Context: an optimization exercise on an open-source flow, tuned for small area, a short achievable clock period and few clock cycles per item. The choices shown serve that exercise and are no tape-out recipe. Where RTL was checked, it was by simulation tests only, not by an equivalence proof against the original. No functional check of the RTL was part of runs 4 to 7. Power is estimated from default activity; no workload was simulated.

==> design.v <==
`timescale 1ns / 1ps
module dma_controller(
    input wire clk,
    input wire reset,
    input wire trigger,
    input wire [4:0] length,
    input wire [31:0] source_address,
    input wire [31:0] destination_add,
    input wire ARREADY,
    input wire [31:0] RDATA,
    input wire RVALID,
    input wire AWREADY,
    input wire WREADY,
    input wire BVALID,
    output reg done,
    output wire [31:0] ARADDR,
    output wire ARVALID,
    output wire RREADY,
    output wire [31:0] AWADDR,
    output wire AWVALID,
    output wire [31:0] WDATA,
    output wire WVALID,
    output wire BREADY
);
    wire [2:0] words = length[4:2];
    addr_stream ar (.clk(clk), .reset(reset), .trigger(trigger), .words(words),
                    .base(source_address), .ready(ARREADY),
                    .valid(ARVALID), .addr(ARADDR));
    addr_stream aw (.clk(clk), .reset(reset), .trigger(trigger), .words(words),
                    .base(destination_add), .ready(AWREADY),
                    .valid(AWVALID), .addr(AWADDR));
    reg busy;
    assign WDATA = RDATA;
    assign WVALID = RVALID & busy;
    assign RREADY = WREADY & busy;
    reg [2:0] b_idx;
    assign BREADY = 1'b1;
    wire b_last = (b_idx + 3'd1) == words;
    always @(posedge clk or posedge reset) begin
        if (reset) begin
            b_idx <= 3'd0;
            busy <= 1'b0;
            done <= 1'b0;
        end else if (trigger) begin
            b_idx <= 3'd0;
            busy <= 1'b1;
            done <= 1'b0;
        end else if (busy && BVALID) begin
            b_idx <= b_idx + 3'd1;
            busy <= !b_last;
            done <= b_last;
        end
    end
endmodule
module addr_stream(
    input wire clk,
    input wire reset,
    input wire trigger,
    input wire [2:0] words,
    input wire [31:0] base,
    input wire ready,
    output wire valid,
    output wire [31:0] addr
);
    localparam G = 4;                       
    localparam NG = (27 + G - 1) / G;       
    reg busy;
    reg [2:0] idx;
    reg [2:0] flip_lo;
    reg [NG-1:0] carry;
    assign valid = trigger | busy;
    wire hs = valid & ready;
    wire [2:0] idx_inc = idx + 3'd1;
    wire last = idx_inc == words;
    wire step = hs & !last;                 
    always @(posedge clk or posedge reset) begin
        if (reset) begin
            idx <= 3'd0;
            busy <= 1'b0;
        end else begin
            if (hs)
                idx <= last ? 3'd0 : idx_inc;
            if (hs)
                busy <= !last;
            else if (trigger)
                busy <= 1'b1;
        end
    end
    wire [2:0] lo_inc = addr[4:2] + 3'd1;
    wire carry_inc = carry[0] | (&addr[4:2]);
    wire [26:0] up = base[31:5];
    always @(posedge clk) begin
        if (step)
            flip_lo <= lo_inc ^ base[4:2];
        else if (!busy)
            flip_lo <= 3'd0;
    end
    reg carry0;
    always @(posedge clk) begin
        if (step)
            carry0 <= carry_inc;
        else if (!busy)
            carry0 <= 1'b0;
    end
    genvar g, k;
    generate
        for (g = 0; g < NG; g = g + 1) begin : grp
            if (g == 0) begin : first
                always @(*) carry[g] = carry0;
            end else begin : rest
                reg below;
                always @(posedge clk)
                    below <= &up[g*G-1:0];
                always @(*) carry[g] = carry0 & below;
            end
        end
    endgenerate
    assign addr[1:0] = 2'b00;
    assign addr[4:2] = base[4:2] ^ flip_lo;
    generate
        for (k = 0; k < 27; k = k + 1) begin : bit_up
            localparam integer GB = (k / G) * G;    
            wire inner;
            if (k == GB) begin : first
                assign inner = 1'b1;
            end else begin : rest
                assign inner = &up[k-1:GB];
            end
            assign addr[5 + k] = up[k] ^ (carry[k / G] & inner);
        end
    endgenerate
endmodule
==> flow/run.sh <==
#!/bin/bash
# Standard layout, but with the smallest buffer on the ports (the flow upsizes
# them where timing needs it).
set -euo pipefail
export BUFFER_PORTS_ARGS="-buffer_cell sky130_fd_sc_hd__buf_1"
bash standard.sh > standard.log 2>&1
==> standard.sh <==
#!/bin/bash
# synth_recipe.tcl (not shown) runs the flow's synth.tcl, then flattens the netlist and writes it again
# the make line also repeats each setting of config.mk as NAME=value (left out here)
make -C /OpenROAD-flow-scripts/flow DESIGN_CONFIG=/design/flow/config.mk WORK_HOME=/design/flow/orfs CLKGATE_MAP_FILE= SYNTH_SCRIPT=/design/flow/synth_recipe.tcl "${@:-finish}"
==> config.mk <==
export PLATFORM = sky130hd
export DESIGN_NAME = dma_controller
export DESIGN_NICKNAME = dma_controller
export VERILOG_FILES = /design/flow/design.v
export SDC_FILE = /design/flow/constraint.sdc
export NUM_CORES = 4
export LEC_CHECK = 0
export CAP_MARGIN = 20
export CORE_MARGIN = 2
export CORE_UTILIZATION = 40
export SETUP_SLACK_MARGIN = 1.8
export SLEW_MARGIN = 20
==> constraint.sdc <==
create_clock -name core_clock -period 4.0 [get_ports {clk}]
set_input_delay 0.8000 -clock core_clock [delete_from_list [all_inputs] [get_ports {clk}]]
set_output_delay 0.8000 -clock core_clock [all_outputs]
set_load 0.01 [all_outputs]
==> flow_summary.toml, run 1 <==
[cells_and_area]
fillers = 537
area_growth_pct = 44.2
nNetsFinal = 543
instances_no_fill = 491
diodes = 0
drive_above_1_share_pct = 37.7
design_area_sq_um = 3910

[grt]
grt_pass1_vias = 2322
antenna_found_initial = 0
grtUsageTotal_pct = 17.0
grt_start_max_net_pins = 14
overflow = 0
grt_pass1_wl_um = 10100

[synth]
syn_area_sq_um = 2710
synth_edf_count = 8
syn-mean-instance-area_sq_um = 9.28
ys.flop_type = "dfrtp_1"
async_reset_ff_share_pct = 39.4
synth.yosys.warnings = 2
ys_seq_area_share_pct = 29.7
synth_cell_types = 35
synthCells = 292
synthTopCellsByArea = "dfrtp_1, xor2_1, buf_4, ha_1, dfxtp_1"
synth_top_area_cell = "dfrtp_1"
synth-seq-cells = 33
yosysMostFrequentCell = "buf_4"
synth_top_cell_area_share_pct = 12.0
synthTopCellsByCount = "buf_4, xor2_1, xnor2_1"

[worst_setup_path]
end_kind = "primary output"
cp.depth = 5
cp_num_buf_inv = 2
r2r_slack_ps = 2070
r2r_start = "ar.idx[0]$_DFFE_PP0P_"
startpoint_type = "primary input"
crit_slowest_cell = "nor2_1"
crit_family = "simple AND/OR/NAND/NOR gates"
critPathArrivalTime_ps = 1490
crit_required_ps = 3200
critPathMaxStageDelay_ps = 190
crit_fanout = 2
r2r-end = "ar.flip_lo[1]$_SDFFCE_PN0P_"
reg2regPathDepth = 4
cp-startpoint = "source_address[18]"
path_class = "primary input to primary output"
crit_chain = "buf_8, nand4_1, nor2_1, xor2_1, buf_2"
crit_end = "ARADDR[20]"

[hold_path]
hold_path_class = "flop to flop"

[clock_network]
clkTransAtPathRegs_ps = 70
cts_tree = "built"
cts_buffers = 5
h-tree-depth = 2
cts.sinks = 33
root_buffer = "clkbuf_8"
clock_latency_ps = 280
hold_buffers = 0
cts_buffer_depth = 2

[sta]
setup_viol = 0
relSlewSlack_pct = 64.9
finalCritPeriodShare_pct = 57.2
worst_slew_pin_slew_ps = 526
finClkSkew_ps = 6.01
drv_slew = 0
rsz0062_at_grt = "true"
max_freq_mhz = 437
fin_tns_setup_ps = 0
finalHoldViolations = 0
period_needed_ps = 2290

[floorplan]
coreArea_sq_um = 6460
dieArea_sq_um = 7450
fp.dieH_um = 86.3
start_util_pct = 42.0
pin_count = 211
row_count = 29
dieWidth_um = 86.3

[pwr]
clkPwrFrac_pct = 15.0
power_density_nw_per_um2 = 407
peakVddDrop_mv = 0.275
sequentialPowerShare_pct = 32.7
p_leak_nw = 1.74
finalPower_mw = 1.59
p_sw_mw = 0.614
p_sw_share_pct = 38.6
p_int_mw = 0.975
combPwrFrac_pct = 52.3

[drt]
drtAntennaViolNets = 0
vias = 2448
wirelength_um = 7020
routedWlPerCell_um = 14.3
drc = 0
dr.pass1.iters = 4
drt-vias-per-instance = 4.99
drtIter0Drc = 54

[placed_design]
dp_hpwl_um = 5060
dp.cells = 467
io_buffers = 135
finalWeightedCongestion = 0.836
post_dp_cell_area_sq_um = 3040

[flow_run]
cap_violations = 0

[status]
status = "timing/DRC/antenna clean"
through the flow:
step	utilization [%]	setup slack, ps	hold WS, ps
2_1_floorplan	-	1910	453
4_1_cts	54.5	1730	499
5_1_grt	60.5	1650	520
3_5_place_dp	47.0	1640	483
3_3_place_gp	47.0	1650	470
6_report	60.5	1710	491
worst min-delay path by stage:
| stage | startpoint | to | slack (ps) | cells past startpoint |
|---|---|---|---|---|
| 2_1_floorplan | ar.idx[1]$_DFFE_PP0P_ | ar.idx[1]$_DFFE_PP0P_ | 450 | 2 |
| 3_3_place_gp | aw.idx[1]$_DFFE_PP0P_ | aw.idx[1]$_DFFE_PP0P_ | 470 | 2 |
| 3_5_place_dp | aw.idx[1]$_DFFE_PP0P_ | aw.idx[1]$_DFFE_PP0P_ | 480 | 2 |
| 4_1_cts | aw.idx[1]$_DFFE_PP0P_ | aw.idx[1]$_DFFE_PP0P_ | 500 | 2 |
| 5_1_grt | ar.idx[1]$_DFFE_PP0P_ | ar.idx[1]$_DFFE_PP0P_ | 520 | 2 |
| 6_report | aw.idx[1]$_DFFE_PP0P_ | aw.idx[1]$_DFFE_PP0P_ | 490 | 2 |
layer usage:
layer | global-route usage, % | wire length, um | up-vias
li1 | - | - | 1199
met1 | 20.0 | 2740 | 1155
met2 | 31.6 | 3840 | 79
met3 | 3.05 | 321 | 15
met4 | 4.69 | 122 | 0
met5 | 0 | 0 | -
state kept, by name (all words and copies together), names as in the netlist:
name / flops
aw.carry0: 1
b_idx: 3
done: 1
ar.flip_lo: 3
ar.idx: 3
busy: 1
aw.grp.rest.below: 6
ar.busy: 1
aw.idx: 3
aw.flip_lo: 3
ar.carry0: 1
aw.busy: 1
ar.grp.rest.below: 6
power groups by stage:
stage / registers, mW / clock network (mW) / logic (mW)
after global placement: 0.547 / 0 / 0.654
after floorplan: 0.509 / 0 / 0.555
after CTS: 0.517 / 0.248 / 0.788
final: 0.520 / 0.238 / 0.830
after global routing: 0.535 / 0.260 / 0.924
after detailed placement: 0.548 / 0 / 0.670
worst min-delay path: cells and delay by family (launching register included):
kind | cells | cell delay [ps]
AO/OA/AOI/OAI | 1 | 60
flip-flops | 1 | 350
AND/OR/NAND/NOR | 1 | 50
placed cells by master, fill, tap and decap left out, drive strengths merged, types with 7 or more instances in the layout:
cell type / instances
buf: 142
xor2: 32
xnor2: 26
nor2: 21
ha: 21
nand4: 18
clkbuf: 16
nand3: 15
inv: 14
and2: 14
dfrtp: 13
dfxtp: 12
nand2: 11
edfxtp: 8
o21ai: 7
what timing repair did:
item,CTS,global route
gates resized for setup,116,97
pin swaps,27,38
setup buffers,11,4
gates cloned,0,1
setup endpoints to repair,54,49
kinds of logic (layout without fill, tap and decap cells):
| group | count (synthesis) | in the layout | share of synthesized area [%] |
|---|---|---|---|
| flops | 33 | 33 | 29.7 |
| other cells | 2 | 5 | 0.277 |
| compound gates | 20 | 20 | 5.82 |
| buf+inv | 54 | 173 | 12.6 |
| xor+xnor | 61 | 61 | 21.4 |
| fa+ha+maj | 21 | 21 | 9.70 |
| simple gates | 101 | 101 | 20.5 |
area by class of cell:
type / instances / area [sq um] / share of cell area [%]
Timing Repair Buffer: 151 / 981 / 25.1
Clock inverter: 1 / 3.75 / 0.0961
Inverter: 14 / 52.6 / 1.34
Clock buffer: 7 / 76.3 / 1.95
Sequential cell: 33 / 806 / 20.6
Tap cell: 77 / 96.3 / 2.47
Multi-Input combinational cell: 208 / 1890 / 48.4
Testbench counts, summed over its fixed seeds: cycles 5,957, words 1,889.
==> inputs of run 2 (changes only) <==
--- a/config.mk
+++ b/config.mk
@@ -8,5 +8,5 @@
 export CAP_MARGIN = 20
 export CORE_MARGIN = 2
 export CORE_UTILIZATION = 40
-export SETUP_SLACK_MARGIN = 1.8
+export SETUP_SLACK_MARGIN = 2.0
 export SLEW_MARGIN = 20
==> flow_summary.toml, run 2 <==
[hold_path]
hp-start = "aw.idx[1]$_DFFE_PP0P_"
hold_path_class = "flop to flop"

[synth]
synthCells = 292
synth_compound_area_share_pct = 5.82
synth_top_cell_area_share_pct = 12.0
synth_top_area_cell = "dfrtp_1"
synthTopCellsByArea = "dfrtp_1, xor2_1, buf_4, ha_1, dfxtp_1"
syn_area_sq_um = 2710
async_reset_ff_share_pct = 39.4
synthSimpleGateAreaFrac_pct = 20.5
synth-seq-cells = 33
ys_seq_area_share_pct = 29.7
synth_cell_types = 35
synth_top_family_by_area = "XOR/XNOR gates"
synth_xor_area_share_pct = 21.4
syn-mean-instance-area_sq_um = 9.28
yosysMostFrequentCell = "buf_4"
synthAdderAreaFrac_pct = 9.70
synth.yosys.warnings = 2
ys.flop_type = "dfrtp_1"
synthTopCellsByCount = "buf_4, xor2_1, xnor2_1"
synth_edf_count = 8
muxShareOfSynthArea_pct = 0

[worst_setup_path]
crit_chain = "and2_2, ha_1, xor2_2, buf_1"
end_kind = "primary output"
crit_required_ps = 3200
cp-startpoint = "aw.carry0$_SDFFCE_PN0P_"
critPathArrivalTime_ps = 1560
crit_fanout = 5
crit_slowest_cell = "edfxtp_1"
path_class = "flop to primary output"
startpoint_type = "flop"
r2r_start = "ar.idx[0]$_DFFE_PP0P_"
critPathMaxStageDelay_ps = 510

[drt]
routedWlPerCell_um = 15.2
drc = 0
drt-vias-per-instance = 4.95
drtAntennaViolNets = 0
wirelength_um = 7710
drtIter0Drc = 33
dr.pass1.iters = 4
vias = 2515

[clock_network]
cts.sinks = 33
cts_buffer_depth = 2
hold_buffers = 0
clkTransAtPathRegs_ps = 70
h-tree-depth = 2
cts_buffers = 5
clock_latency_ps = 280
cts_tree = "built"
root_buffer = "clkbuf_8"

[sta]
setup_viol = 0
drv_slew = 0
max_freq_mhz = 423
relSlewSlack_pct = 64.4
finClkSkew_ps = 1.93
fin_tns_setup_ps = 0
worst_slew_pin_slew_ps = 533
finalHoldViolations = 0
rsz0062_at_grt = "true"
finalCritPeriodShare_pct = 59.1
period_needed_ps = 2360

[pwr]
clkPwrFrac_pct = 16.6
power_density_nw_per_um2 = 425
p_leak_nw = 1.96
p_sw_mw = 0.685
combPwrFrac_pct = 54.2
sequentialPowerShare_pct = 29.1
p_int_mw = 1.16
p_sw_share_pct = 37.1
peakVddDrop_mv = 0.333

[flow_run]
cap_violations = 0

[cells_and_area]
drive_above_1_share_pct = 50.3
mostFrequentLayoutCells = "buf_2, buf_1, buf_4"
area_growth_pct = 60.2
nNetsFinal = 560
top_regs = "ar.grp.rest.below x6, aw.grp.rest.below x6"
diodes = 0
post-route-util_pct = 67.2
final_common_cell = "buf_2"

[floorplan]
dieWidth_um = 86.3
dieArea_sq_um = 7450
pin_count = 211
row_count = 29
fp.dieH_um = 86.3
coreArea_sq_um = 6460
start_util_pct = 42.0

[placed_design]
dp_hpwl_um = 5000
finalWeightedCongestion = 0.747
io_buffers = 135

[grt]
grt_start_max_net_pins = 14
grt_pass1_wl_um = 11100
overflow = 0
grtUsageTotal_pct = 18.5
grt_pass1_vias = 2554
antenna_found_initial = 0

[status]
status = "timing/DRC/antenna clean"
[run 2: cell counts after synthesis]
No cell type changed its count.
[run 2: logic make-up after synthesis]
| logic type | count (synthesis) |
|---|---|
| AND/OR/NAND/NOR | 101 |
| adder cells (fa/ha/maj) | 21 |
| other | 2 |
| AO/OA/AOI/OAI | 20 |
| buffers and inverters | 54 |
| flip-flops | 33 |
| XOR/XNOR | 61 |
[run 2: per-layer routing]
layer	part of all wire [%]	GRT usage [%]	up-vias
met5	0	0	-
li1	-	-	1216
met1	35	19.8	1198
met2	58	36.4	86
met3	5.2	3.62	15
met4	0.93	5.11	0
[run 2: area by class of cell]
| type | instances | area (sq um) |
|---|---|---|
| Tap cell | 77 | 96.3 |
| Inverter | 14 | 52.6 |
| Clock buffer | 6 | 72.6 |
| Fill cell | 537 | 2120 |
| Sequential cell | 33 | 806 |
| Timing Repair Buffer | 168 | 1200 |
| Clock inverter | 2 | 33.8 |
| Multi-Input combinational cell | 208 | 2080 |
[run 2: power by group through the flow]
| stage | clock network [mW] | registers [mW] | logic, mW |
|---|---|---|---|
| after floorplan | 0 | 0.510 | 0.566 |
| after global placement | 0 | 0.548 | 0.670 |
| after detailed placement | 0 | 0.548 | 0.689 |
| after CTS | 0.318 | 0.528 | 0.920 |
| after global routing | 0.328 | 0.552 | 1.10 |
| final | 0.307 | 0.538 | 1.00 |
[run 2: path summary, 6_finish.rpt]
check | to | slack, ps | depth (start not counted)
worst min-delay path | aw.idx[1]$_DFFE_PP0P_ | 490 | 2
max in group asynchronous | b_idx[2]$_DFFE_PP0P_ | 3130 | 2
min in group asynchronous | aw.idx[0]$_DFFE_PP0P_ | 520 | 2
worst max-delay path | AWADDR[22] | 1640 | 4
worst min register to register | aw.idx[1]$_DFFE_PP0P_ | 490 | 2
worst max register to register | ar.carry0$_SDFFCE_PN0P_ | 2150 | 4
[run 2: metrics by stage]
step                instance area [sq um]  worst slack (ps)  power, mW  instances  hold WS [ps]
floorplan                            2870              1920       1.08        295           453
finish                               4340              1640       1.85        508           487
global placement                     3190              1560       1.22        467           470
detailed placement                   3190              1540       1.24        467           474
global route                         4340              1570       1.98        508           532
CTS                                  4100              1680       1.77        500           491
[run 2: repair_timing]
action	CTS	global route
setup endpoints to repair	62	74
pin swaps	35	25
buffers inserted	25	8
resized for setup	206	39
[run 2: worst max-delay path: cells and delay by family, from the launching register on]
family / cells / cell delay (ps)
xor+xnor: 1 / 130
fa+ha+maj: 1 / 210
buf+inv: 1 / 160
flops: 1 / 510
simple gates: 1 / 260
==> inputs of run 3 (changes only) <==
--- a/config.mk
+++ b/config.mk
@@ -8,5 +8,6 @@
 export CAP_MARGIN = 20
 export CORE_MARGIN = 2
 export CORE_UTILIZATION = 40
-export SETUP_SLACK_MARGIN = 2.0
+export CTS_BUF_LIST = sky130_fd_sc_hd__clkbuf_4
+export SETUP_SLACK_MARGIN = 1.5
 export SLEW_MARGIN = 20
==> flow_summary.toml, run 3 <==
[clock_network]
cts_buffer_depth = 2
hold_buffers = 0
cts.sinks = 33
clock_latency_ps = 320
h-tree-depth = 2
cts_tree = "built"
clkTransAtPathRegs_ps = 100
root_buffer = "clkbuf_4"
cts_buffers = 5

[synth]
synthSimpleGateAreaFrac_pct = 20.5
synthTopCellsByArea = "dfrtp_1, xor2_1, buf_4, ha_1, dfxtp_1"
async_reset_ff_share_pct = 39.4
syn_area_sq_um = 2710
synth_xor_area_share_pct = 21.4
ys_seq_area_share_pct = 29.7
synth_cell_types = 35
syn-mean-instance-area_sq_um = 9.28
synthTopCellsByCount = "buf_4, xor2_1, xnor2_1"
synth.yosys.warnings = 2
synth_top_family_by_area = "XOR/XNOR gates"
yosysMostFrequentCell = "buf_4"
ys.flop_type = "dfrtp_1"
synth_top_cell_area_share_pct = 12.0
muxShareOfSynthArea_pct = 0
synth_edf_count = 8
synth_compound_area_share_pct = 5.82
synthCells = 292
synth-seq-cells = 33
synthAdderAreaFrac_pct = 9.70
synth_top_area_cell = "dfrtp_1"

[drt]
dr.max_layer_used = "met4"
drt-vias-per-instance = 4.78
vias = 2290
routedWlPerCell_um = 12.4
drtAntennaViolNets = 0
drtIter0Drc = 55
dr.pass1.iters = 4
wirelength_um = 5920
met1_length_um = 2500
met2WireLength_um = 3050
drc = 0
wl_met3_um = 318

[cells_and_area]
instances_no_fill = 479
final_common_cell = "buf_1"
area_growth_pct = 15.2
design_area_sq_um = 3120
mostFrequentLayoutCells = "buf_1, xor2_1, xnor2_1"
drive_above_1_share_pct = 5.22
nNetsFinal = 531
top_regs = "ar.grp.rest.below x6, aw.grp.rest.below x6"
diodes = 0

[grt]
antenna_found_initial = 0
overflow = 0
grtUsageTotal_pct = 16.0
grt_pass1_wl_um = 9510
grt_start_max_net_pins = 14
grt_pass1_vias = 2192

[floorplan]
dieArea_sq_um = 7450
dieWidth_um = 86.3
fp.dieH_um = 86.3
coreArea_sq_um = 6460
start_util_pct = 42.0
row_count = 29
pin_count = 211

[sta]
fin_tns_setup_ps = 0
rsz0062_at_grt = "false"
finalHoldViolations = 0
max_freq_mhz = 424
finClkSkew_ps = 10.1
finalCritPeriodShare_pct = 59.0
setup_viol = 0
drv_slew = 0
period_needed_ps = 2360
relSlewSlack_pct = 64.5
worst_slew_pin_slew_ps = 532
layout_setup_ws_ps = 1640

[pwr]
finalPower_mw = 1.41
p_leak_nw = 1.31
power_density_nw_per_um2 = 452
peakVddDrop_mv = 0.275

[worst_setup_path]
critPathMaxStageDelay_ps = 410
critPathArrivalTime_ps = 1560
cp-startpoint = "ar.carry0$_SDFFCE_PN0P_"
reg2regPathDepth = 4
crit_end = "ARADDR[22]"
crit_fanout = 6
crit_slowest_cell = "edfxtp_1"
r2r_start = "ar.idx[0]$_DFFE_PP0P_"
crit_chain = "buf_4, and2_1, ha_1, xor2_1, buf_1"
r2r-end = "ar.carry0$_SDFFCE_PN0P_"
startpoint_type = "flop"
r2r_slack_ps = 2080
path_class = "flop to primary output"
crit_required_ps = 3200
end_kind = "primary output"

[hold_path]
hold_path_class = "primary input to asynchronous set/reset pin"

[placed_design]
post_dp_cell_area_sq_um = 3040
dp_hpwl_um = 5060
finalWeightedCongestion = 0.836
io_buffers = 135
post-place-ws_ps = 1640
dp.cells = 467

[flow_run]
cap_violations = 0

[status]
status = "timing/DRC/antenna clean"
-- run 3: per-layer routing --
metal	vias up	track usage (%)
met5	-	0
met2	75	28.8
met4	0	4.40
met1	1037	19.6
li1	1169	-
met3	9	3.05
-- run 3: what timing repair did --
action | 4_1_cts | 5_1_grt
resized for setup | 0 | 1
endpoints found under the setup margin | 3 | 1
setup buffers | 4 | 0
-- run 3: cells by family after synthesis --
| kind of cell | Yosys count |
|---|---|
| AND/OR/NAND/NOR | 101 |
| XOR/XNOR | 61 |
| buffers and inverters | 54 |
| flip-flops | 33 |
| adder cells (fa/ha/maj) | 21 |
| AO/OA/AOI/OAI | 20 |
| other | 2 |
-- run 3: how the worst min path moves through the flow --
stage                                startpoint               endpoint  slack, ps  cells past startpoint
after floorplan           ar.idx[1]$_DFFE_PP0P_  ar.idx[1]$_DFFE_PP0P_        450                      2
after global placement    aw.idx[1]$_DFFE_PP0P_  aw.idx[1]$_DFFE_PP0P_        470                      2
after detailed placement  aw.idx[1]$_DFFE_PP0P_  aw.idx[1]$_DFFE_PP0P_        480                      2
after CTS                                 reset       done$_DFFE_PP0P_        470                      2
after global routing                      reset    aw.busy$_DFFE_PP0P_        520                      2
final                                     reset       done$_DFFE_PP0P_        470                      2
-- run 3: power breakdown --
group	leakage, nW	switching (mW)	internal [mW]
Combinational	0.948	0.403	0.307
Sequential	0.331	0.0587	0.454
Clock	0.0338	0.108	0.0812
Total	1.31	0.570	0.843
-- run 3: per-stage QoR --
step                      hold WS, ps  utilization (%)
after floorplan                   453                -
after global placement            470             47.0
after detailed placement          483             47.0
after CTS                         470             48.3
after global routing              518             48.4
final                             472             48.4
-- run 3: worst max-delay path: cells and delay by family, from the launching register on --
family | cells | cell delay [ps]
xor gates and xnor gates | 1 | 130
and+or+nand+nor | 1 | 160
adders and majority gates | 1 | 190
DFF | 1 | 410
buffers and inverters | 2 | 340
-- run 3: area by class of cell --
type                    count  area (sq um)
multi-input cells         208          1570
clock buffers               7          52.6
repair buffers            139           538
fillers                   658          3340
clock inverters             1          3.75
well taps                  77          96.3
flip-flops and latches     33           806
inverters                  14          52.6
==> inputs of run 4 (changes only) <==
--- a/design.v
+++ b/design.v
@@ -29,26 +29,22 @@
     addr_stream aw (.clk(clk), .reset(reset), .trigger(trigger), .words(words),
                     .base(destination_add), .ready(AWREADY),
                     .valid(AWVALID), .addr(AWADDR));
-    reg busy;
+    reg [2:0] b_left;
+    wire busy = |b_left;
     assign WDATA = RDATA;
     assign WVALID = RVALID & busy;
     assign RREADY = WREADY & busy;
-    reg [2:0] b_idx;
-    assign BREADY = 1'b1;
-    wire b_last = (b_idx + 3'd1) == words;
+    assign BREADY = BVALID;
     always @(posedge clk or posedge reset) begin
         if (reset) begin
-            b_idx <= 3'd0;
-            busy <= 1'b0;
+            b_left <= 3'd0;
             done <= 1'b0;
         end else if (trigger) begin
-            b_idx <= 3'd0;
-            busy <= 1'b1;
+            b_left <= words;
             done <= 1'b0;
         end else if (busy && BVALID) begin
-            b_idx <= b_idx + 3'd1;
-            busy <= !b_last;
-            done <= b_last;
+            b_left <= b_left - 3'd1;
+            done <= b_left == 3'd1;
         end
     end
 endmodule
@@ -86,12 +82,12 @@
                 busy <= 1'b1;
         end
     end
-    wire [2:0] lo_inc = addr[4:2] + 3'd1;
+    wire [2:0] flip_inc = flip_lo ^ {addr[3] & addr[2], addr[2], 1'b1};
     wire carry_inc = carry[0] | (&addr[4:2]);
     wire [26:0] up = base[31:5];
     always @(posedge clk) begin
         if (step)
-            flip_lo <= lo_inc ^ base[4:2];
+            flip_lo <= flip_inc;
         else if (!busy)
             flip_lo <= 3'd0;
     end
@@ -115,7 +111,7 @@
             end
         end
     endgenerate
-    assign addr[1:0] = 2'b00;
+    assign addr[1:0] = base[1:0];           
     assign addr[4:2] = base[4:2] ^ flip_lo;
     generate
         for (k = 0; k < 27; k = k + 1) begin : bit_up
==> flow_summary.toml, run 4 <==
[synth]
synth_top_cell_area_share_pct = 11.3
synthTopCellsByArea = "dfrtp_1, buf_4, dfxtp_1, edfxtp_1, ha_1"
synth_top_area_cell = "dfrtp_1"
synthTopCellsByCount = "buf_4, xor2_1, xnor2_1"
synthCells = 295
synth_cell_types = 33
synth_edf_count = 8
synth-seq-cells = 32
ys.flop_type = "dfxtp_1"
synth.yosys.warnings = 2
yosysMostFrequentCell = "buf_4"
syn_area_sq_um = 2660
async_reset_ff_share_pct = 37.5
syn-mean-instance-area_sq_um = 9.00
ys_seq_area_share_pct = 29.4

[cells_and_area]
area_growth_pct = 15.5
final_common_cell = "buf_1"
fillers = 671
regArea_sq_um = 781
top_regs = "ar.grp.rest.below x6, aw.grp.rest.below x6"
mostFrequentLayoutCells = "buf_1, xor2_1, xnor2_1"
multi_input_area_sq_um = 1500
drive_above_1_share_pct = 5.20
diodes = 0
nNetsFinal = 531

[pwr]
combPwrFrac_pct = 49.3
peakVddDrop_mv = 0.296
power_density_nw_per_um2 = 450
p_int_mw = 0.815
sequentialPowerShare_pct = 37.2
p_leak_nw = 1.29
p_sw_mw = 0.566
clkPwrFrac_pct = 13.5
p_sw_share_pct = 41.0

[floorplan]
fp.dieH_um = 85.5
start_util_pct = 41.6
dieArea_sq_um = 7310
row_count = 29
coreArea_sq_um = 6390
pin_count = 211
dieWidth_um = 85.5

[sta]
finalCritPeriodShare_pct = 59.8
setup_viol = 0
rsz0062_at_grt = "false"
fin_tns_setup_ps = 0
relSlewSlack_pct = 55.7
worst_slew_pin_slew_ps = 657
finClkSkew_ps = 3.91
layout_setup_ws_ps = 1610
max_freq_mhz = 418
finalHoldViolations = 0
drv_slew = 0
period_needed_ps = 2390

[worst_setup_path]
reg2regPathDepth = 4
end_kind = "primary output"
crit_end = "ARADDR[12]"
path_class = "primary input to primary output"
crit_fanout = 3
r2r_start = "aw.idx[0]$_DFFE_PP0P_"
crit_required_ps = 3200
r2r-end = "aw.flip_lo[0]$_SDFFCE_PN0P_"
cp-startpoint = "source_address[10]"
r2r_slack_ps = 1790
startpoint_type = "primary input"
critPathArrivalTime_ps = 1590

[placed_design]
finalWeightedCongestion = 0.753
post-place-ws_ps = 1580
dp_hpwl_um = 5230
io_buffers = 136

[drt]
drc = 0
dr.pass1.iters = 6
vias = 2331
drtIter0Drc = 45
routedWlPerCell_um = 12.6
wirelength_um = 6060
drtAntennaViolNets = 0
drt-vias-per-instance = 4.85

[clock_network]
h-tree-depth = 2
clock_latency_ps = 320
cts.sinks = 32
cts_tree = "built"
root_buffer = "clkbuf_4"
hold_buffers = 0
cts_buffer_depth = 2
clkTransAtPathRegs_ps = 100
cts.repair.resized = 0
cts_buffers = 5

[grt]
grt_pass1_wl_um = 9670
antenna_found_initial = 0
grt_start_max_net_pins = 14
overflow = 0
grtUsageTotal_pct = 16.4
grt_pass1_vias = 2214

[flow_run]
cap_violations = 0

[hold_path]
hold_path_class = "primary input to asynchronous set/reset pin"

[status]
status = "timing/DRC/antenna clean"
## run 4: changes by cell type in the layout (fill, tap and decap cells not counted), sizes merged, moves of 2 or more
cell	previous run	this run
nand3	15	12
conb	5	0
nor2	21	17
a31oi	0	2
inv	14	23
xor2	32	26
buf	138	141
o311ai	2	4
ha	21	19
nor2b	5	8
mux2	0	2
o21ai	7	11
or3	0	2
## run 4: repair_timing
item                                    CTS  global route
pin swaps                                 0             0
hold endpoints to repair                  0             0
setup buffers                             3             2
endpoints found under the setup margin    2             9
gates cloned                              0             0
## run 4: power groups by stage
stage / Sequential, mW / Combinational [mW] / Clock [mW]
2_1_floorplan: 0.506 / 0.515 / 0
6_report: 0.514 / 0.680 / 0.186
5_1_grt: 0.529 / 0.767 / 0.210
3_5_place_dp: 0.549 / 0.627 / 0
4_1_cts: 0.530 / 0.661 / 0.197
3_3_place_gp: 0.549 / 0.616 / 0
## run 4: worst max-delay path, cell delays in order
cell and delay, ps:
buf_1 150, nand4_1 160, nor2_1 150, xor2_1 160, buf_1 170
## run 4: logic make-up (layout without fill, tap and decap cells)
| family | after synthesis | count (layout) | share of synthesized area, % |
|---|---|---|---|
| and+or+nand+nor | 98 | 98 | 20.1 |
| buffers and inverters | 63 | 172 | 14.1 |
| xor gates and xnor gates | 53 | 53 | 18.7 |
| DFF | 32 | 32 | 29.4 |
| AOI/OAI and AO/OA | 27 | 27 | 7.54 |
| adders and majority gates | 19 | 19 | 8.95 |
| muxes | 3 | 3 | 1.23 |
## run 4: area by class of cell
cell class / count / area share, %
Multi-Input combinational cell: 200 / 48.9
Sequential cell: 32 / 25.5
Timing Repair Buffer: 141 / 17.9
Tap cell: 77 / 3.14
Inverter: 23 / 2.82
Clock buffer: 7 / 1.71
Clock inverter: 1 / 0.122
## run 4: how the worst min path moves through the flow
stage                          startpoint                     to  depth (start not counted)
floorplan           ar.idx[1]$_DFFE_PP0P_  ar.idx[1]$_DFFE_PP0P_                          2
global placement    ar.idx[1]$_DFFE_PP0P_  ar.idx[1]$_DFFE_PP0P_                          2
detailed placement  aw.idx[1]$_DFFE_PP0P_  aw.idx[1]$_DFFE_PP0P_                          2
CTS                                 reset  ar.idx[2]$_DFFE_PP0P_                          2
global route                        reset  ar.idx[2]$_DFFE_PP0P_                          2
finish                              reset  aw.idx[0]$_DFFE_PP0P_                          2
## run 4: routing by layer
metal	global-route usage (%)	wire [um]	vias to the layer above	share of wire, %
li1	-	-	1185	-
met1	18.7	2390	1063	39
met2	30.1	3270	70	54
met3	3.70	318	13	5.2
met4	5.34	81	0	1.3
met5	0	0	-	0
## run 4: stage by stage
step           instance area (sq um)  hold WS, ps  cells  utilization [%]  power, mW
3_3_place_gp                    2970          469    468             46.6       1.16
2_1_floorplan                   2660          453    295                -       1.02
6_report                        3070          447    481             48.0       1.38
4_1_cts                         3050          457    479             47.8       1.39
5_1_grt                         3070          481    481             48.0       1.51
3_5_place_dp                    2970          474    468             46.6       1.18
==> inputs of run 5 (changes only) <==
--- a/design.v
+++ b/design.v
@@ -58,7 +58,7 @@
     output wire valid,
     output wire [31:0] addr
 );
-    localparam G = 4;                       
+    localparam G = 3;                       
     localparam NG = (27 + G - 1) / G;       
     reg busy;
     reg [2:0] idx;
==> flow_summary.toml, run 5 <==
[sta]
drv_slew = 0
finalHoldViolations = 0
fin_tns_setup_ps = 0
worst_slew_pin_slew_ps = 513
finClkSkew_ps = 17.7
rsz0062_at_grt = "false"
setup_viol = 0
holdWs_ps = 439
finalCritPeriodShare_pct = 59.6
relSlewSlack_pct = 65.8
period_needed_ps = 2380
max_freq_mhz = 419

[floorplan]
dieWidth_um = 87.0
row_count = 30
start_util_pct = 41.0
coreArea_sq_um = 6720
pin_count = 211
fp.dieH_um = 87.0
dieArea_sq_um = 7570

[clock_network]
cts_setup_buffers = 0
clock_latency_ps = 340
root_buffer = "clkbuf_4"
hold_buffers = 0
cts.repair.resized = 0
h-tree-depth = 2
cts_tree = "built"
clkTransAtPathRegs_ps = 120
cts.sinks = 36
cts_buffer_depth = 2
cts_buffers = 5

[synth]
ys.flop_type = "dfxtp_1"
synthTopCellsByCount = "buf_4, nand3_1, xnor2_1"
synth.yosys.warnings = 2
synth_edf_count = 8
synth_top_family_by_area = "simple AND/OR/NAND/NOR gates"
syn-mean-instance-area_sq_um = 9.22
synth_xor_area_share_pct = 16.7
synth-seq-cells = 36
synthCells = 299
synthAdderAreaFrac_pct = 10.4
yosysMostFrequentCell = "buf_4"
synthSimpleGateAreaFrac_pct = 21.1
ys_seq_area_share_pct = 31.2
syn_area_sq_um = 2760
synth_top_area_cell = "dfxtp_1"
muxShareOfSynthArea_pct = 0.409
synth_top_cell_area_share_pct = 11.6
synthTopCellsByArea = "dfxtp_1, dfrtp_1, ha_1, buf_4, edfxtp_1"
async_reset_ff_share_pct = 33.3
synth_compound_area_share_pct = 7.08
synth_cell_types = 38

[worst_setup_path]
crit_fanout = 9
crit_slowest_cell = "edfxtp_1"
end_kind = "primary output"
crit_end = "ARADDR[12]"
critPathArrivalTime_ps = 1580
cp-startpoint = "ar.carry0$_SDFFCE_PN0P_"
reg2regPathDepth = 4
critPathMaxStageDelay_ps = 520
r2r_slack_ps = 2070
crit_required_ps = 3200
r2r_start = "aw.idx[0]$_DFFE_PP0P_"
r2r-end = "aw.flip_lo[0]$_SDFFCE_PN0P_"
startpoint_type = "flop"
crit_chain = "and2_1, ha_1, xor2_1, buf_1"
path_class = "flop to primary output"

[flow_run]
cap_violations = 0

[cells_and_area]
area_growth_pct = 14.4
mostFrequentLayoutCells = "buf_1, nand3_1, xnor2_1"
top_regs = "ar.grp.rest.below x8, aw.grp.rest.below x8"
drive_above_1_share_pct = 5.90
fillers = 696
regArea_sq_um = 861
diodes = 0
multi_input_area_sq_um = 1540
final_common_cell = "buf_1"
nNetsFinal = 538

[drt]
wirelength_um = 5690
vias = 2341
drtIter0Drc = 42
drc = 0
drtAntennaViolNets = 0
drt-vias-per-instance = 4.81
dr.pass1.iters = 5
routedWlPerCell_um = 11.7

[grt]
grt_start_max_net_pins = 14
grt_pass1_vias = 2017
overflow = 0
grt_pass1_wl_um = 8540
antenna_found_initial = 0
grtUsageTotal_pct = 14.0

[pwr]
power_density_nw_per_um2 = 431
peakVddDrop_mv = 0.209
p_leak_nw = 1.29

[status]
status = "timing/DRC/antenna clean"

[placed_design]
dp_hpwl_um = 4870
finalWeightedCongestion = 0.828
io_buffers = 136

[hold_path]
hold_path_class = "primary input to asynchronous set/reset pin"
[run 5: cell count changes after synthesis, moves of 6 or more]
cell | previous run | this run
nand3_1 | 12 | 30
nand4_1 | 18 | 2
nor2_1 | 17 | 10
and3_1 | 6 | 0
[run 5: layer usage]
| metal | vias to the layer above | global-route usage, % | wire [um] |
|---|---|---|---|
| met5 | - | 0 | 0 |
| met3 | 10 | 3.32 | 317 |
| met4 | 0 | 5.11 | 81 |
| met1 | 1066 | 16.1 | 2400 |
| li1 | 1194 | - | - |
| met2 | 71 | 25.1 | 2900 |
[run 5: per-stage QoR]
| step | setup WS, ps | instances | utilization, % | total power [mW] | instance area [sq um] |
|---|---|---|---|---|---|
| after floorplan | 1930 | 299 | - | 1.03 | 2760 |
| after global placement | 1680 | 477 | 45.9 | 1.17 | 3090 |
| after detailed placement | 1680 | 477 | 45.9 | 1.18 | 3090 |
| after CTS | 1550 | 485 | 46.7 | 1.37 | 3140 |
| after global routing | 1510 | 487 | 46.9 | 1.48 | 3150 |
| final | 1620 | 487 | 46.9 | 1.36 | 3150 |
[run 5: where the power goes]
part	switching, mW	internal, mW	leakage (nW)
registers	0.0812	0.485	0.349
clock network	0.116	0.0719	0.0307
logic	0.343	0.263	0.909
[run 5: final cells by class]
type	count	share of cell area, %
repair buffers	138	16.7
flip-flops and latches	36	27.3
inverters	21	2.50
clock buffers	6	1.43
multi-input cells	204	48.7
well taps	80	3.17
clock inverters	2	0.238
[run 5: cell families after synthesis]
group / after synthesis
AO/OA/AOI/OAI: 29
XOR/XNOR: 49
adder cells (fa/ha/maj): 23
buffers and inverters: 59
flip-flops: 36
multiplexers: 1
AND/OR/NAND/NOR: 102
[run 5: how the worst min path moves through the flow]
| stage | from | endpoint | slack, ps | depth (start not counted) |
|---|---|---|---|---|
| after floorplan | ar.idx[1]$_DFFE_PP0P_ | ar.idx[1]$_DFFE_PP0P_ | 450 | 2 |
| after global placement | ar.idx[1]$_DFFE_PP0P_ | ar.idx[1]$_DFFE_PP0P_ | 470 | 2 |
| after detailed placement | aw.idx[1]$_DFFE_PP0P_ | aw.idx[1]$_DFFE_PP0P_ | 470 | 2 |
| after CTS | reset | ar.busy$_DFFE_PP0P_ | 440 | 2 |
| after global routing | reset | b_left[0]$_DFFE_PP0P_ | 460 | 2 |
| final | reset | b_left[1]$_DFFE_PP0P_ | 440 | 2 |
[run 5: critical path: cells and delay by family, from the launching register on]
| family | cells | cell delay, ps |
|---|---|---|
| adder cells (fa/ha/maj) | 1 | 190 |
| AND/OR/NAND/NOR | 1 | 210 |
| flip-flops | 1 | 520 |
| XOR/XNOR | 1 | 140 |
| buffers and inverters | 1 | 180 |
==> inputs of run 6 (changes only) <==
--- a/design.v
+++ b/design.v
@@ -58,7 +58,7 @@
     output wire valid,
     output wire [31:0] addr
 );
-    localparam G = 3;                       
+    localparam G = 4;                       
     localparam NG = (27 + G - 1) / G;       
     reg busy;
     reg [2:0] idx;
==> flow/run.sh (replaced) <==
#!/bin/bash
# Standard layout in steps: the smallest buffer on the ports, no timing repair
# before clock tree synthesis, then repair by resizing gates only.
set -euo pipefail
export BUFFER_PORTS_ARGS="-buffer_cell sky130_fd_sc_hd__buf_1"
export SETUP_SLACK_MARGIN=0
bash standard.sh synth floorplan place > standard_place.log 2>&1
export SETUP_SLACK_MARGIN=1.8
export SETUP_MOVE_SEQUENCE=sizeup,swap
bash standard.sh cts > standard_cts.log 2>&1
bash standard.sh > standard_finish.log 2>&1
--- a/config.mk
+++ b/config.mk
@@ -9,5 +9,4 @@
 export CORE_MARGIN = 2
 export CORE_UTILIZATION = 40
 export CTS_BUF_LIST = sky130_fd_sc_hd__clkbuf_4
-export SETUP_SLACK_MARGIN = 1.5
 export SLEW_MARGIN = 20
==> flow_summary.toml, run 6 <==
[status]
status = "timing/DRC/antenna clean"

[pwr]
peakVddDrop_mv = 0.305
power_density_nw_per_um2 = 414
finalPower_mw = 1.40
p_leak_nw = 1.43

[placed_design]
dp.cells = 468
io_buffers = 136
post_dp_cell_area_sq_um = 2970
finalWeightedCongestion = 0.753
dp_hpwl_um = 5230
post-place-ws_ps = 1580

[synth]
synthCells = 295
yosysMostFrequentCell = "buf_4"
synth_top_cell_area_share_pct = 11.3
synth.yosys.warnings = 2
synthTopCellsByCount = "buf_4, xor2_1, xnor2_1"
syn_area_sq_um = 2660
syn-mean-instance-area_sq_um = 9.00
synth_top_area_cell = "dfrtp_1"
synth_edf_count = 8
async_reset_ff_share_pct = 37.5
ys.flop_type = "dfxtp_1"
synthTopCellsByArea = "dfrtp_1, buf_4, dfxtp_1, edfxtp_1, ha_1"
synth-seq-cells = 32
synth_cell_types = 33
ys_seq_area_share_pct = 29.4

[sta]
setup_viol = 0
finalHoldViolations = 0
relSlewSlack_pct = 69.0
holdWs_ps = 447
drv_slew = 0
worst_slew_pin_slew_ps = 461
finClkSkew_ps = 3.47
layout_setup_ws_ps = 1540
fin_tns_setup_ps = 0
period_needed_ps = 2460
max_freq_mhz = 406
rsz0062_at_grt = "true"
finalCritPeriodShare_pct = 61.6

[floorplan]
row_count = 29
fp.dieH_um = 85.5
dieArea_sq_um = 7310
pin_count = 211
coreArea_sq_um = 6390
start_util_pct = 41.6
dieWidth_um = 85.5

[drt]
drc = 0
drtAntennaViolNets = 0
vias = 2344
drtIter0Drc = 26
dr.pass1.iters = 4
drt-vias-per-instance = 4.92
wirelength_um = 6450
routedWlPerCell_um = 13.5

[grt]
grt_pass1_wl_um = 10200
overflow = 0
antenna_found_initial = 0
grt_pass1_vias = 2361
grtUsageTotal_pct = 17.4
grt_start_max_net_pins = 14

[worst_setup_path]
startpoint_type = "flop"
crit_fanout = 13
end_kind = "primary output"
crit_slowest_cell = "edfxtp_1"
r2r_slack_ps = 1970
crit_chain = "and2_4, nand3_2, xnor2_2, buf_2"
crit_required_ps = 3200
critPathMaxStageDelay_ps = 630
path_class = "flop to primary output"
cp_num_buf_inv = 1
critPathArrivalTime_ps = 1660
crit_family = "flip-flops"

[cells_and_area]
design_area_sq_um = 3380
drive_above_1_share_pct = 23.8
area_growth_pct = 27.3
mostFrequentLayoutCells = "buf_1, buf_2, xor2_1"
nNetsFinal = 526
diodes = 0
final_common_cell = "buf_1"
top_regs = "ar.grp.rest.below x6, aw.grp.rest.below x6"
post-route-util_pct = 52.9
instances_no_fill = 476

[flow_run]
cap_violations = 0

[hold_path]
hold_path_class = "primary input to asynchronous set/reset pin"

[clock_network]
clkTransAtPathRegs_ps = 90
cts.sinks = 32
clock_latency_ps = 320
h-tree-depth = 2
root_buffer = "clkbuf_4"
cts_tree = "built"
hold_buffers = 0
cts_buffers = 5
cts_buffer_depth = 2
==> run 6: area by class of cell <==
cell class                 count  area, sq um
sequential                    32          781
fill                         624         3010
clock buffer                   7         52.6
inverter                      23         86.3
clock inverter                 1         3.75
multi-input combinational    200         1720
tap                           77         96.3
timing repair buffer         136          636
==> run 6: report_power, final <==
group / leakage [nW] / switching (mW) / internal [mW]
Clock: 0.0338 / 0.104 / 0.0811
Combinational: 1.08 / 0.371 / 0.295
Sequential: 0.318 / 0.102 / 0.446
Total: 1.43 / 0.576 / 0.821
==> run 6: cells by family after synthesis <==
group	count (synthesis)	synth area share, %
simple gates	98	20.1
buf+inv	63	14.1
xor+xnor	53	18.7
flops	32	29.4
compound gates	27	7.54
fa+ha+maj	19	8.95
mux	3	1.23
==> run 6: worst paths after layout <==
check / to / depth (start not counted) / from
worst max-delay path: AWADDR[23] / 4 / aw.carry0$_SDFFCE_PN0P_
worst min-delay path: aw.busy$_DFFE_PP0P_ / 2 / reset
worst max register to register: aw.flip_lo[0]$_SDFFCE_PN0P_ / 4 / aw.idx[0]$_DFFE_PP0P_
worst min register to register: aw.idx[1]$_DFFE_PP0P_ / 2 / aw.idx[1]$_DFFE_PP0P_
max in group asynchronous: ar.idx[0]$_DFFE_PP0P_ / 2 / reset
min in group core_clock: aw.idx[1]$_DFFE_PP0P_ / 2 / aw.idx[1]$_DFFE_PP0P_
==> run 6: what timing repair did <==
item	4_1_cts	5_1_grt
endpoints found under the setup margin	62	61
buffers inserted	0	0
gates resized for setup	87	19
pin swaps	18	21
hold endpoints to repair	0	0
==> run 6: layer usage <==
| metal | GRT usage, % | wire length [um] | part of all wire [%] | up-vias |
|---|---|---|---|---|
| li1 | - | - | - | 1170 |
| met1 | 19.2 | 2450 | 38 | 1087 |
| met2 | 32.8 | 3600 | 56 | 74 |
| met3 | 3.70 | 307 | 4.8 | 13 |
| met4 | 5.48 | 81 | 1.3 | 0 |
| met5 | 0 | 0 | 0 | - |
==> inputs of run 7 (changes only) <==
--- a/flow/run.sh
+++ b/flow/run.sh
@@ -5,7 +5,7 @@
 export BUFFER_PORTS_ARGS="-buffer_cell sky130_fd_sc_hd__buf_1"
 export SETUP_SLACK_MARGIN=0
 bash standard.sh synth floorplan place > standard_place.log 2>&1
-export SETUP_SLACK_MARGIN=1.8
+export SETUP_SLACK_MARGIN=2.0
 export SETUP_MOVE_SEQUENCE=sizeup,swap
 bash standard.sh cts > standard_cts.log 2>&1
 bash standard.sh > standard_finish.log 2>&1
==> flow_summary.toml, run 7 <==
[sta]
holdWs_ps = 445
finalCritPeriodShare_pct = 61.7
finClkSkew_ps = 2.34
worst_slew_pin_slew_ps = 493
max_freq_mhz = 405
rsz0062_at_grt = "true"
period_needed_ps = 2470
setup_viol = 0
fin_tns_setup_ps = 0
relSlewSlack_pct = 66.9
drv_slew = 0
finalHoldViolations = 0

[synth]
async_reset_ff_share_pct = 37.5
yosysMostFrequentCell = "buf_4"
synthTopCellsByArea = "dfrtp_1, buf_4, dfxtp_1, edfxtp_1, ha_1"
ys.flop_type = "dfxtp_1"
synth_top_cell_area_share_pct = 11.3
syn_area_sq_um = 2660
synth.yosys.warnings = 2
synth_top_area_cell = "dfrtp_1"
synth_edf_count = 8
synth_cell_types = 33
ys_seq_area_share_pct = 29.4
syn-mean-instance-area_sq_um = 9.00
synthCells = 295
synthTopCellsByCount = "buf_4, xor2_1, xnor2_1"
synth-seq-cells = 32

[cells_and_area]
regArea_sq_um = 781
multi_input_area_sq_um = 1810
fillers = 600
design_area_sq_um = 3560
nNetsFinal = 526
final_common_cell = "buf_1"
instances_no_fill = 476
drive_above_1_share_pct = 29.3
top_regs = "ar.grp.rest.below x6, aw.grp.rest.below x6"
area_growth_pct = 34.3
diodes = 0
mostFrequentLayoutCells = "buf_1, buf_2, xor2_1"

[pwr]
clkPwrFrac_pct = 12.2
p_int_mw = 0.907
p_sw_mw = 0.631
p_sw_share_pct = 41.0
power_density_nw_per_um2 = 432
sequentialPowerShare_pct = 36.9
combPwrFrac_pct = 50.9
p_leak_nw = 1.51
peakVddDrop_mv = 0.313

[drt]
drtAntennaViolNets = 0
drc = 0
routedWlPerCell_um = 14.1
dr.pass1.iters = 4
drtIter0Drc = 38
drt-vias-per-instance = 4.96
vias = 2360
wirelength_um = 6690

[floorplan]
fp.dieH_um = 85.5
row_count = 29
dieWidth_um = 85.5
start_util_pct = 41.6
pin_count = 211
dieArea_sq_um = 7310
coreArea_sq_um = 6390

[flow_run]
cap_violations = 0

[clock_network]
cts_buffer_depth = 2
h-tree-depth = 2
cts_buffers = 5
clock_latency_ps = 320
root_buffer = "clkbuf_4"
cts_tree = "built"
hold_buffers = 0
clkTransAtPathRegs_ps = 100
cts.sinks = 32

[grt]
grt_pass1_wl_um = 10400
antenna_found_initial = 0
grt_start_max_net_pins = 14
grtUsageTotal_pct = 17.7
grt_pass1_vias = 2406
overflow = 0

[worst_setup_path]
critPathArrivalTime_ps = 1670
crit_slowest_cell = "edfxtp_1"
r2r-end = "aw.flip_lo[0]$_SDFFCE_PN0P_"
crit_required_ps = 3200
reg2regPathDepth = 4
r2r_slack_ps = 2100
critPathMaxStageDelay_ps = 630
crit_fanout = 13
end_kind = "primary output"
crit_end = "AWADDR[23]"
crit_chain = "and2_4, nand3_2, xnor2_2, buf_2"
path_class = "flop to primary output"
startpoint_type = "flop"
cp-startpoint = "aw.carry0$_SDFFCE_PN0P_"
r2r_start = "aw.idx[0]$_DFFE_PP0P_"

[placed_design]
dp_hpwl_um = 5230
io_buffers = 136
post_dp_cell_area_sq_um = 2970
finalWeightedCongestion = 0.753
dp.cells = 468

[status]
status = "timing/DRC/antenna clean"

[hold_path]
hold_path_class = "primary input to asynchronous set/reset pin"
==> run 7: cell counts after synthesis <==
No cell type changed its count.
==> run 7: stage by stage <==
| stage | worst slack, ps | utilization, % | power, mW |
|---|---|---|---|
| after detailed placement | 1580 | 46.6 | 1.18 |
| after global placement | 1590 | 46.6 | 1.16 |
| final | 1530 | 55.8 | 1.54 |
| after global routing | 1400 | 55.8 | 1.67 |
| after floorplan | 1910 | - | 1.02 |
| after CTS | 1520 | 52.5 | 1.44 |
==> run 7: final cells by class <==
| type | instances | area share (%) |
|---|---|---|
| tap | 77 | 2.70 |
| timing repair buffer | 136 | 20.6 |
| clock inverter | 1 | 0.105 |
| inverter | 23 | 2.42 |
| multi-input combinational | 200 | 50.8 |
| sequential | 32 | 21.9 |
| clock buffer | 7 | 1.47 |
==> run 7: critical path, delay by kind of cell (launching register included) <==
family                 cells  cell delay, ps
flip-flops                 1             630
AND/OR/NAND/NOR            2             370
XOR/XNOR                   1             190
buffers and inverters      1             150
==> run 7: cells by family after synthesis <==
logic type,count (synthesis),share of synthesized area [%]
compound gates,27,7.54
xor+xnor,53,18.7
flops,32,29.4
buf+inv,63,14.1
mux,3,1.23
simple gates,98,20.1
fa+ha+maj,19,8.95
==> run 7: power by group through the flow <==
stage / combinational [mW] / sequential [mW] / clock (mW)
after floorplan: 0.515 / 0.506 / 0
after global placement: 0.616 / 0.549 / 0
after detailed placement: 0.627 / 0.549 / 0
after CTS: 0.687 / 0.553 / 0.197
after global routing: 0.870 / 0.587 / 0.211
final: 0.783 / 0.568 / 0.188
==> run 7: timing repair <==
item,in CTS,in global routing
setup endpoints to repair,72,72
pin swaps,20,25
buffers inserted,0,0
gates resized for setup,104,51
==> run 7: routing by layer <==
layer	part of all wire [%]	wire [um]	global-route usage, %	vias up
li1	-	-	-	1173
met1	37	2460	19.4	1098
met2	57	3840	33.7	76
met3	4.7	316	3.70	13
met4	1.2	81	5.48	0
met5	0	0	0	-
==> run 7: worst min-delay path by stage <==
stage                                  endpoint  depth (start not counted)  slack, ps
after global placement    ar.idx[1]$_DFFE_PP0P_                          2        470
after CTS                 ar.idx[2]$_DFFE_PP0P_                          2        460
final                     aw.idx[0]$_DFFE_PP0P_                          2        440
after floorplan           ar.idx[1]$_DFFE_PP0P_                          2        450
after global routing      ar.idx[2]$_DFFE_PP0P_                          2        480
after detailed placement  aw.idx[1]$_DFFE_PP0P_                          2        470
==> inputs of run 8 (changes only) <==
--- a/design.v
+++ b/design.v
@@ -92,22 +92,27 @@
             flip_lo <= 3'd0;
     end
     reg carry0;
-    always @(posedge clk) begin
+    reg carry0_next;
+    always @(*) begin
         if (step)
-            carry0 <= carry_inc;
+            carry0_next = carry_inc;
         else if (!busy)
-            carry0 <= 1'b0;
+            carry0_next = 1'b0;
+        else
+            carry0_next = carry0;
     end
+    always @(posedge clk)
+        carry0 <= carry0_next;
     genvar g, k;
     generate
         for (g = 0; g < NG; g = g + 1) begin : grp
             if (g == 0) begin : first
                 always @(*) carry[g] = carry0;
             end else begin : rest
-                reg below;
+                reg into;
                 always @(posedge clk)
-                    below <= &up[g*G-1:0];
-                always @(*) carry[g] = carry0 & below;
+                    into <= carry0_next & (&up[g*G-1:0]);
+                always @(*) carry[g] = into;
             end
         end
     endgenerate
==> flow/run.sh (replaced) <==
#!/bin/bash
# Standard layout, but with the smallest buffer on the ports (the flow upsizes
# them where timing needs it).
set -euo pipefail
export BUFFER_PORTS_ARGS="-buffer_cell sky130_fd_sc_hd__buf_1"
bash standard.sh > standard.log 2>&1
--- a/config.mk
+++ b/config.mk
@@ -9,4 +9,5 @@
 export CORE_MARGIN = 2
 export CORE_UTILIZATION = 40
 export CTS_BUF_LIST = sky130_fd_sc_hd__clkbuf_4
+export SETUP_SLACK_MARGIN = 1.5
 export SLEW_MARGIN = 20
==> flow_summary.toml, run 8 <==
[status]
status = "timing/DRC/antenna clean"

[sta]
relSlewSlack_pct = 55.6
layout_setup_ws_ps = 1670
rsz0062_at_grt = "false"
drv_slew = 0
setup_viol = 0
holdWs_ps = 439
worst_slew_pin_slew_ps = 659
period_needed_ps = 2330
finClkSkew_ps = 8.70
finalCritPeriodShare_pct = 58.3
finalHoldViolations = 0
max_freq_mhz = 429
fin_tns_setup_ps = 0

[grt]
grt_pass1_vias = 2160
antenna_found_initial = 0
grt_util_met1_pct = 17.9
grt_pass1_wl_um = 9740
overflow = 0
grt.met2_usage_pct = 31.4
grt_start_max_net_pins = 13
grtUsageTotal_pct = 16.8
top_usage_layer = "met2"
met3_usage_pct = 5.67

[clock_network]
root_buffer = "clkbuf_4"
cts_setup_buffers = 0
cts.sinks = 32
cts.repair.resized = 0
cts_buffer_depth = 2
cts_buffers = 5
cts_tree = "built"
hold_buffers = 0
clkTransAtPathRegs_ps = 110
h-tree-depth = 2
clock_latency_ps = 330

[synth]
yosysMostFrequentCell = "buf_4"
synth_top_family_by_area = "XOR/XNOR gates"
synth_top_area_cell = "dfrtp_1"
ys.flop_type = "dfxtp_1"
ys_seq_area_share_pct = 30.2
muxShareOfSynthArea_pct = 0
synthTopCellsByCount = "buf_4, xnor2_1, xor2_1"
synthSimpleGateAreaFrac_pct = 18.4
synth.yosys.warnings = 2
synthCells = 271
synth-seq-cells = 32
synth_top_cell_area_share_pct = 11.9
synth_cell_types = 38
synthAdderAreaFrac_pct = 9.45
syn-mean-instance-area_sq_um = 9.28
synth_xor_area_share_pct = 20.6
async_reset_ff_share_pct = 37.5
synthTopCellsByArea = "dfrtp_1, dfxtp_1, buf_4, xnor2_1, ha_1"
synth_compound_area_share_pct = 8.56
syn_area_sq_um = 2510
synth_edf_count = 6

[floorplan]
start_util_pct = 42.0
coreArea_sq_um = 5990
dieWidth_um = 83.3
pin_count = 211
row_count = 28
dieArea_sq_um = 6940
fp.dieH_um = 83.3

[placed_design]
dp_hpwl_um = 5050
post-place-ws_ps = 1540
finalWeightedCongestion = 0.820
io_buffers = 136

[worst_setup_path]
end_kind = "primary output"
crit_fanout = 11
crit_chain = "buf_1, nor2_1, inv_1, buf_1"
path_class = "primary input to primary output"
reg2regPathDepth = 5
critPathMaxStageDelay_ps = 340
cp_common_cell = "buf_1"
crit_required_ps = 3200
critPathArrivalTime_ps = 1530
crit_slowest_cell = "buf_1"
startpoint_type = "primary input"

[cells_and_area]
diodes = 0
fillers = 608
nNetsFinal = 503
drive_above_1_share_pct = 3.46
area_growth_pct = 15.0
top_regs = "ar.grp.rest.into x6, aw.grp.rest.into x6"
mostFrequentLayoutCells = "buf_1, xnor2_1, xor2_1"
final_common_cell = "buf_1"
post-route-util_pct = 48.3

[drt]
dr.pass1.iters = 4
drt-vias-per-instance = 4.99
wirelength_um = 5930
drc = 0
vias = 2249
routedWlPerCell_um = 13.1
drtAntennaViolNets = 0
drtIter0Drc = 41

[flow_run]
cap_violations = 0

[pwr]
finalPower_mw = 1.36
p_leak_nw = 1.10
peakVddDrop_mv = 0.313
power_density_nw_per_um2 = 469

[hold_path]
hold_path_class = "primary input to asynchronous set/reset pin"
run 8: cell types whose count changed after synthesis, moves of 4 or more:
| cell | delta |
|---|---|
| inv_1 | -15 |
| and3_1 | -4 |
| xnor2_1 | +6 |
| o311ai_0 | -4 |
| nand3_1 | +4 |
| and2_1 | -10 |
| a41oi_1 | +4 |
| nor2b_1 | -4 |
run 8: worst paths after layout:
check / start / end / slack, ps
setup / recovery: trigger / AWVALID / 1670
hold / removal: reset / aw.idx[0]$_DFFE_PP0N_ / 440
setup reg to reg: ar.idx[0]$_DFFE_PP0P_ / ar.grp[5].rest.into$_DFF_P_ / 1970
hold reg to reg: ar.idx[2]$_DFFE_PP0P_ / ar.idx[2]$_DFFE_PP0P_ / 510
max in group asynchronous: reset / aw.busy$_DFFE_PP0P_ / 3220
min in group core_clock: ar.idx[2]$_DFFE_PP0P_ / ar.idx[2]$_DFFE_PP0P_ / 510
run 8: metal layers:
metal  share of wire, %  up-vias
li1                   -     1133
met1                 38     1017
met2                 53       82
met3                7.0       17
met4                1.5        0
met5                  0        -
run 8: kinds of logic after synthesis:
group | after synthesis
flops | 32
fa+ha+maj | 19
simple gates | 87
buf+inv | 48
compound gates | 29
xor+xnor | 56
run 8: power breakdown:
group / total (mW) / internal (mW) / switching, mW
sequential: 0.525 / 0.440 / 0.0852
combinational: 0.636 / 0.266 / 0.371
clock: 0.194 / 0.0812 / 0.113
run 8: area by class of cell:
cell class / instances / area (sq um) / area share, %
Inverter: 8 / 30.0 / 1.04
Clock buffer: 7 / 52.6 / 1.82
Multi-Input combinational cell: 191 / 1430 / 49.6
Timing Repair Buffer: 137 / 518 / 17.9
Tap cell: 75 / 93.8 / 3.24
Clock inverter: 1 / 3.75 / 0.130
Sequential cell: 32 / 761 / 26.3
run 8: through the flow:
stage	std cells	instance area (sq um)
CTS	451	2890
detailed placement	443	2840
global placement	443	2840
floorplan	271	2510
finish	451	2890
global route	451	2890
run 8: worst max-delay path, delay by kind of cell:
family	cells	cell delay, ps
simple gates	1	120
buf+inv	3	610
Testbench counts of run 8, summed over its fixed seeds: cycles 5,957, words 1,889.
==> inputs of run 9 (changes only) <==
--- a/config.mk
+++ b/config.mk
@@ -9,5 +9,5 @@
 export CORE_MARGIN = 2
 export CORE_UTILIZATION = 40
 export CTS_BUF_LIST = sky130_fd_sc_hd__clkbuf_4
-export SETUP_SLACK_MARGIN = 1.5
+export SETUP_SLACK_MARGIN = 1.9
 export SLEW_MARGIN = 20
==> flow_summary.toml, run 9 <==
[status]
status = "timing/DRC/antenna clean"

[pwr]
peakVddDrop_mv = 0.363
p_leak_nw = 1.59
sequentialPowerShare_pct = 34.9
clkPwrFrac_pct = 12.2
combPwrFrac_pct = 53.0
power_density_nw_per_um2 = 413
p_sw_mw = 0.636
p_int_mw = 0.944
p_sw_share_pct = 40.3

[worst_setup_path]
critPathArrivalTime_ps = 1410
crit_required_ps = 3200
crit_fanout = 3
cp-startpoint = "source_address[21]"
r2r-end = "ar.grp[5].rest.into$_DFF_P_"
crit_end = "ARADDR[23]"
path_class = "primary input to primary output"
reg2regPathDepth = 5
r2r_start = "ar.idx[0]$_DFFE_PP0P_"
r2r_slack_ps = 1960
end_kind = "primary output"
startpoint_type = "primary input"

[synth]
syn-mean-instance-area_sq_um = 9.28
syn_area_sq_um = 2510
synth-seq-cells = 32
ys.flop_type = "dfxtp_1"
synth_top_cell_area_share_pct = 11.9
yosysMostFrequentCell = "buf_4"
async_reset_ff_share_pct = 37.5
synthTopCellsByArea = "dfrtp_1, dfxtp_1, buf_4, xnor2_1, ha_1"
synthTopCellsByCount = "buf_4, xnor2_1, xor2_1"
synth_cell_types = 38
synth.yosys.warnings = 2
synthCells = 271
synth_top_area_cell = "dfrtp_1"
ys_seq_area_share_pct = 30.2
synth_edf_count = 6

[cells_and_area]
regArea_sq_um = 763
final_common_cell = "buf_2"
mostFrequentLayoutCells = "buf_2, buf_1, xnor2_1"
fillers = 500
instances_no_fill = 461
top_regs = "ar.grp.rest.into x6, aw.grp.rest.into x6"
drive_above_1_share_pct = 44.3
nNetsFinal = 513
multi_input_area_sq_um = 1820
area_growth_pct = 52.2
diodes = 0

[hold_path]
hold_path_class = "primary input to asynchronous set/reset pin"

[drt]
vias = 2344
drc = 0
wirelength_um = 7150
routedWlPerCell_um = 15.5
drtIter0Drc = 37
dr.pass1.iters = 4
drt-vias-per-instance = 5.08
drtAntennaViolNets = 0

[clock_network]
clkTransAtPathRegs_ps = 110
clock_latency_ps = 320
cts_buffer_depth = 2
cts.sinks = 32
cts_buffers = 5
h-tree-depth = 2
hold_buffers = 0
root_buffer = "clkbuf_4"
cts_tree = "built"

[sta]
fin_tns_setup_ps = 0
max_freq_mhz = 452
period_needed_ps = 2210
relSlewSlack_pct = 55.1
rsz0062_at_grt = "true"
setup_viol = 0
finalCritPeriodShare_pct = 55.3
finalHoldViolations = 0
finClkSkew_ps = 7.69
drv_slew = 0
worst_slew_pin_slew_ps = 666

[grt]
grt_pass1_vias = 2348
grtUsageTotal_pct = 18.8
overflow = 0
grt_pass1_wl_um = 10900
grt_start_max_net_pins = 13
antenna_found_initial = 0

[floorplan]
coreArea_sq_um = 5990
fp.dieH_um = 83.3
row_count = 28
dieWidth_um = 83.3
pin_count = 211
start_util_pct = 42.0
dieArea_sq_um = 6940

[placed_design]
dp_hpwl_um = 5050
finalWeightedCongestion = 0.820
io_buffers = 136
dp.cells = 443

[flow_run]
cap_violations = 0
==> run 9: metrics by stage <==
stage / util [%] / hold WS (ps) / setup slack, ps / instance area, sq um / power [mW]
floorplan: - / 461 / 1920 / 2510 / 1.01
global placement: 47.3 / 488 / 1560 / 2840 / 1.15
detailed placement: 47.3 / 494 / 1540 / 2840 / 1.17
CTS: 59.3 / 441 / 1770 / 3550 / 1.46
global route: 63.9 / 470 / 1760 / 3830 / 1.70
finish: 63.9 / 448 / 1790 / 3830 / 1.58
==> run 9: cell type report <==
| class | instances | share of cell area [%] |
|---|---|---|
| Clock buffer | 7 | 1.37 |
| Multi-Input combinational cell | 191 | 47.6 |
| Inverter | 8 | 0.784 |
| Clock inverter | 1 | 0.0980 |
| Tap cell | 75 | 2.45 |
| Timing Repair Buffer | 147 | 27.7 |
| Sequential cell | 32 | 19.9 |
==> run 9: power groups by stage <==
stage	clock network, mW	logic, mW	registers [mW]
finish	0.192	0.837	0.551
floorplan	0	0.505	0.507
global route	0.219	0.920	0.563
global placement	0	0.626	0.528
CTS	0.204	0.723	0.537
detailed placement	0	0.642	0.530
==> run 9: worst min path at each step <==
stage                                startpoint                    end  slack, ps  depth (start not counted)
final                                     reset  aw.idx[2]$_DFFE_PP0N_        450                          2
after global routing                      reset  aw.idx[2]$_DFFE_PP0N_        470                          2
after CTS                                 reset  aw.idx[1]$_DFFE_PP0N_        440                          2
after detailed placement  ar.idx[2]$_DFFE_PP0P_  ar.idx[2]$_DFFE_PP0P_        490                          1
after global placement    ar.idx[2]$_DFFE_PP0P_  ar.idx[2]$_DFFE_PP0P_        490                          1
after floorplan           ar.idx[2]$_DFFE_PP0P_  ar.idx[2]$_DFFE_PP0P_        460                          1
==> run 9: kinds of logic after synthesis <==
kind of cell,after synthesis,share of synthesized area (%)
AND/OR/NAND/NOR,87,18.4
XOR/XNOR,56,20.6
buffers and inverters,48,12.7
flip-flops,32,30.2
AO/OA/AOI/OAI,29,8.56
adder cells (fa/ha/maj),19,9.45
==> run 9: per-layer routing <==
metal,up-vias,routed length [um],GRT usage (%)
li1,1148,-,-
met1,1092,2460,18.9
met2,88,4170,37.0
met3,16,416,6.06
met4,0,102,4.32
met5,-,0,0
==> run 9: what timing repair did <==
| action | CTS | global route |
|---|---|---|
| hold endpoints to repair | 0 | 0 |
| buffers inserted | 3 | 7 |
| pin swaps | 34 | 34 |
| setup endpoints to repair | 61 | 63 |
| resized for setup | 194 | 69 |
==> run 9: critical path: stages <==
cell	delay, ps
buf_8	80
and2_4	160
nand2_4	50
xnor2_2	160
buf_2	160

==> afterwards: timing with drivers on the ports <==
In the flow no input, the clock included, has a driving cell. The finished layouts below were timed again as built, in two steps. Step 1 assumes that a clkbuf_16 drives the clock port and a buf_2 every other input. Step 2, shift: input delay + t, output delay - t, t = (earliest + latest rising clock arrival at the registers) / 2. This alone moves slack from input paths to output paths. a / b / c = no drivers / after step 1 / after step 2; a / b = the first two.
run | t, ns | setup WS [ns]
run 1 | 0.300 | 1.712 / 1.652 / 1.652
run 2 | 0.307 | 1.637 / 1.610 / 1.651
run 3 | 0.343 | 1.640 / 1.613 / 1.613
run 4 | 0.344 | 1.607 / 1.581 / 1.581
run 5 | 0.350 | 1.615 / 1.593 / 1.654
run 6 | 0.342 | 1.537 / 1.510 / 1.524
run 7 | 0.344 | 1.533 / 1.507 / 1.522
run 8 | 0.349 | 1.670 / 1.648 / 1.525
run 9 | 0.342 | 1.787 / 1.729 / 1.652
After both steps every run listed still meets setup and hold.
